Background: an optimization exercise with open tools, aiming at small area, a short achievable clock period and few clock cycles per item. Do not read the settings as production practice. Where RTL was checked, it was by simulation tests only, not by an equivalence proof against the original. Power figures rest on the tool's default switching activity, not on a simulated workload.

==> flow/design.v <==
`timescale 1ns / 1ps
module huffmandecode(
clk,
huffrst,
code,
hufftable,
symaddr,
symdata,
huffdata,
hufflength,
hufffinish
    );
input clk,huffrst;
input[15:0] code;
input[8*16-1:0] hufftable;
output reg[7:0] symaddr;    
input[7:0] symdata;         
output reg[7:0] huffdata;
output [7:0] hufflength;
output reg hufffinish;
reg [7:0] g;         
reg [7:0] ca;        
reg [1:0] w;         
reg [3:0] n;         
reg       h;         
reg       one;       
reg       short;     
reg       fix;       
reg [4:0] hl;        
assign hufflength = {3'b000, hl};
wire [7:0] c1   = hufftable[7:0];
wire [7:0] c2   = hufftable[15:8];
wire       b1   = code[15];
wire       b2   = code[14];
wire       hit1 = (c1[7:1] != 7'd0) | (c1[0] & ~b1);
wire       g1   = b1 & ~c1[0];                            
wire       hit2 = (c2[7:2] != 6'd0) | (c2[1:0] > {g1, b2});
wire       big  = (c1[7:1] != 7'd0) | (c2[7:2] != 6'd0);
wire [1:0] a2   = c1[0] ? {b2, ~b2} : {b1, b2};           
function [5:0] first_entry(input [5:0] x);
    reg [2:0] c, b, g, s, a;
    reg       h1, h2;
    begin
        c = {1'b0, x[4:3]};           
        b = x[2:0];                   
        h1 = x[5] & ~b[2];            
        g = {2'b00, b[2] & ~x[5]};    
        g = {g[1:0], b[1]};           
        h2 = c > g;
        g = g - c;                    
        s = {2'b00, x[5]} + c;        
        a = s + {g[1:0], b[0]};       
        if (h1)      first_entry = {3'd0, b[2], 2'd0};
        else if (h2) first_entry = {2'd0, x[5] ? {b[1], ~b[1]} : b[2:1], 2'd0};
        else         first_entry = {1'b0, a, g[1:0]};
    end
endfunction
function [64*6-1:0] first_table(input dummy);
    integer i;
    begin
        for (i = 0; i < 64; i = i + 1) first_table[6*i +: 6] = first_entry(i[5:0]);
    end
endfunction
localparam [64*6-1:0] FIRST = first_table(1'b0);
wire [5:0] first = FIRST[6*{c1[0], c2[1:0], code[15:13]} +: 6];
wire [3:0] a0   = first[5:2];
wire [1:0] g2   = first[1:0];
wire [9:0] gn   = {1'b0, g, w[1]} - {2'b00, ca};    
wire       hit  = gn[9];                            
wire       dead = ~gn[9] & gn[8];                   
wire       nf   = ~short & ~h & ~hit & (dead | n == 4'd13);   
wire [127:0] tbl3 = {24'd0, hufftable[127:24]};
wire [7:0] fetch_c = tbl3[8*n +: 8];                
wire [15:0] code4 = {code[11:0], 4'd0};
wire       fetch_b = code4[15 - n];                 
always @(posedge clk) begin
    one   <= hit1;
    short <= hit1 | hit2;
    fix   <= big;
    if (~huffrst) begin
        g  <= {6'd0, g2};
        symaddr <= {4'd0, a0};
        ca <= hufftable[23:16];
        w  <= code[13:12];
    end else begin
        g  <= gn[7:0];
        symaddr <= fix & (n == 4'd0) ? {6'd0, one ? {1'b0, b1} : a2} : symaddr + gn[7:0] + {7'd0, w[0]};
        ca <= fetch_c;
        w  <= {w[0], fetch_b};
    end
    if (~hufffinish & (h | nf)) begin
        huffdata <= h ? symdata : 8'hff;
        hl <= ~h ? 5'd0 : one ? 5'd1 : short ? 5'd2 : {1'b0, n} + 5'd2;
    end
end
always @(posedge clk or negedge huffrst) begin
    if (~huffrst) begin
        hufffinish <= 1'b0;
        h <= 1'b0;
        n <= 4'd0;
    end else begin
        if (h | nf)
            hufffinish <= 1'b1;
        h <= short ? ~fix | (n == 4'd1) : hit;
        n <= n + 4'd1;
    end
end
endmodule
==> flow/config.mk <==
export PLATFORM = sky130hd
export DESIGN_NAME = huffmandecode
export DESIGN_NICKNAME = huffmandecode
export VERILOG_FILES = /design/flow/design.v
export SDC_FILE = /design/flow/constraint.sdc
export NUM_CORES = 8
export LEC_CHECK = 0
export ABC_AREA = 1
export CAP_MARGIN = 20
export CORE_MARGIN = 2
export CORE_UTILIZATION = 40
export SLEW_MARGIN = 20
export TNS_END_PERCENT = 5
==> flow/constraint.sdc <==
create_clock -name core_clock -period 11.0 [get_ports {clk}]
set_input_delay 2.2000 -clock core_clock [delete_from_list [all_inputs] [get_ports {clk}]]
set_output_delay 2.2000 -clock core_clock [all_outputs]
set_load 0.01 [all_outputs]
standard.sh (not shown) runs the stock make flow with config.mk's settings and CLKGATE_MAP_FILE= SYNTH_SCRIPT=/design/flow/synth_recipe.tcl, a recipe that flattens the netlist after the stock synthesis.
==> flow/flow/run.sh <==
#!/bin/bash
# Standard layout, with plain buffers on the ports and repair_timing aiming
# below the clock period (setup margin).
set -euo pipefail
export BUFFER_PORTS_ARGS="-buffer_cell sky130_fd_sc_hd__buf_1"
export SETUP_SLACK_MARGIN=7.9
bash standard.sh > standard.log 2>&1
The first run completed without violations.
Testbench counts at the start, summed over its fixed seeds: cycles 9,412, items 2,048.
==> next run, changes <==
--- a/flow/design.v
+++ b/flow/design.v
@@ -26,5 +26,4 @@
 reg       one;       
 reg       short;     
-reg       fix;       
 reg [4:0] hl;        
 assign hufflength = {3'b000, hl};
@@ -35,8 +34,8 @@
 wire       hit1 = (c1[7:1] != 7'd0) | (c1[0] & ~b1);
 wire       g1   = b1 & ~c1[0];                            
-wire       hit2 = (c2[7:2] != 6'd0) | (c2[1:0] > {g1, b2});
-wire       big  = (c1[7:1] != 7'd0) | (c2[7:2] != 6'd0);
-wire [1:0] a2   = c1[0] ? {b2, ~b2} : {b1, b2};           
-function [5:0] first_entry(input [5:0] x);
+wire       big1 = c1[7:1] != 7'd0;
+wire       big2 = c2[7:2] != 6'd0;
+wire       hit2 = big2 | (c2[1:0] > {g1, b2});
+function [5:0] first_entry(input [7:0] x);
     reg [2:0] c, b, g, s, a;
     reg       h1, h2;
@@ -44,8 +43,8 @@
         c = {1'b0, x[4:3]};           
         b = x[2:0];                   
-        h1 = x[5] & ~b[2];            
+        h1 = x[7] | (x[5] & ~b[2]);   
         g = {2'b00, b[2] & ~x[5]};    
         g = {g[1:0], b[1]};           
-        h2 = c > g;
+        h2 = x[6] | (c > g);
         g = g - c;                    
         s = {2'b00, x[5]} + c;        
@@ -56,12 +55,12 @@
     end
 endfunction
-function [64*6-1:0] first_table(input dummy);
+function [256*6-1:0] first_table(input dummy);
     integer i;
     begin
-        for (i = 0; i < 64; i = i + 1) first_table[6*i +: 6] = first_entry(i[5:0]);
+        for (i = 0; i < 256; i = i + 1) first_table[6*i +: 6] = first_entry(i[7:0]);
     end
 endfunction
-localparam [64*6-1:0] FIRST = first_table(1'b0);
-wire [5:0] first = FIRST[6*{c1[0], c2[1:0], code[15:13]} +: 6];
+localparam [256*6-1:0] FIRST = first_table(1'b0);
+wire [5:0] first = FIRST[6*{big1, big2, c1[0], c2[1:0], code[15:13]} +: 6];
 wire [3:0] a0   = first[5:2];
 wire [1:0] g2   = first[1:0];
@@ -77,5 +76,4 @@
     one   <= hit1;
     short <= hit1 | hit2;
-    fix   <= big;
     if (~huffrst) begin
         g  <= {6'd0, g2};
@@ -85,9 +83,9 @@
     end else begin
         g  <= gn[7:0];
-        symaddr <= fix & (n == 4'd0) ? {6'd0, one ? {1'b0, b1} : a2} : symaddr + gn[7:0] + {7'd0, w[0]};
+        symaddr <= symaddr + gn[7:0] + {7'd0, w[0]};
         ca <= fetch_c;
         w  <= {w[0], fetch_b};
     end
-    if (~hufffinish & (h | nf)) begin
+    if (~hufffinish) begin
         huffdata <= h ? symdata : 8'hff;
         hl <= ~h ? 5'd0 : one ? 5'd1 : short ? 5'd2 : {1'b0, n} + 5'd2;
@@ -102,5 +100,5 @@
         if (h | nf)
             hufffinish <= 1'b1;
-        h <= short ? ~fix | (n == 4'd1) : hit;
+        h <= short | hit;
         n <= n + 4'd1;
     end
What happened:
- routed wire length came out lower by 0.40%
- global-route usage came out lower by 0.62 points
- die area came out lower by 1.3%
- maximum frequency came out higher by 0.38%
- register-to-register slack gains 0.22 ns
- combinational power came out higher by 26%
- non-clock buffer count stays the same
- power came out higher by 7.5%
- worst setup slack gains 0.012 ns
- utilization came out lower by 0.12 points
- final cell count is about the same
Only the layout flow was run in the second run of this note; the RTL was not checked for function there.

## re-timing with driven ports
The flow's constraints put no driver on any port. The routed layouts listed below were extracted and timed again, unchanged, in two steps. Step 1, drivers: a clkbuf_16 drives clk and a buf_2 each remaining input, both assumed. Step 2 times the ports against the registers' clock, not the clock port: input delays grow and output delays shrink by t, the midpoint of the rising clock arrivals with the driver on. Three values: no drivers, after step 1, after step 2; two values: the first two.
run	t, ns	setup WS [ns]	hold slack, ns	worst setup path after step 2
the first run	0.332	7.934 / 7.903 / 7.675	0.484 / 0.484 / 0.484	input to register
the second run	0.332	7.946 / 7.919 / 7.621	0.518 / 0.518 / 0.518	input to register
After both steps every run listed still meets setup and hold. The setup slack of the second run, which loses most, moves by -0.027 ns with the drivers and by -0.325 ns with both steps.
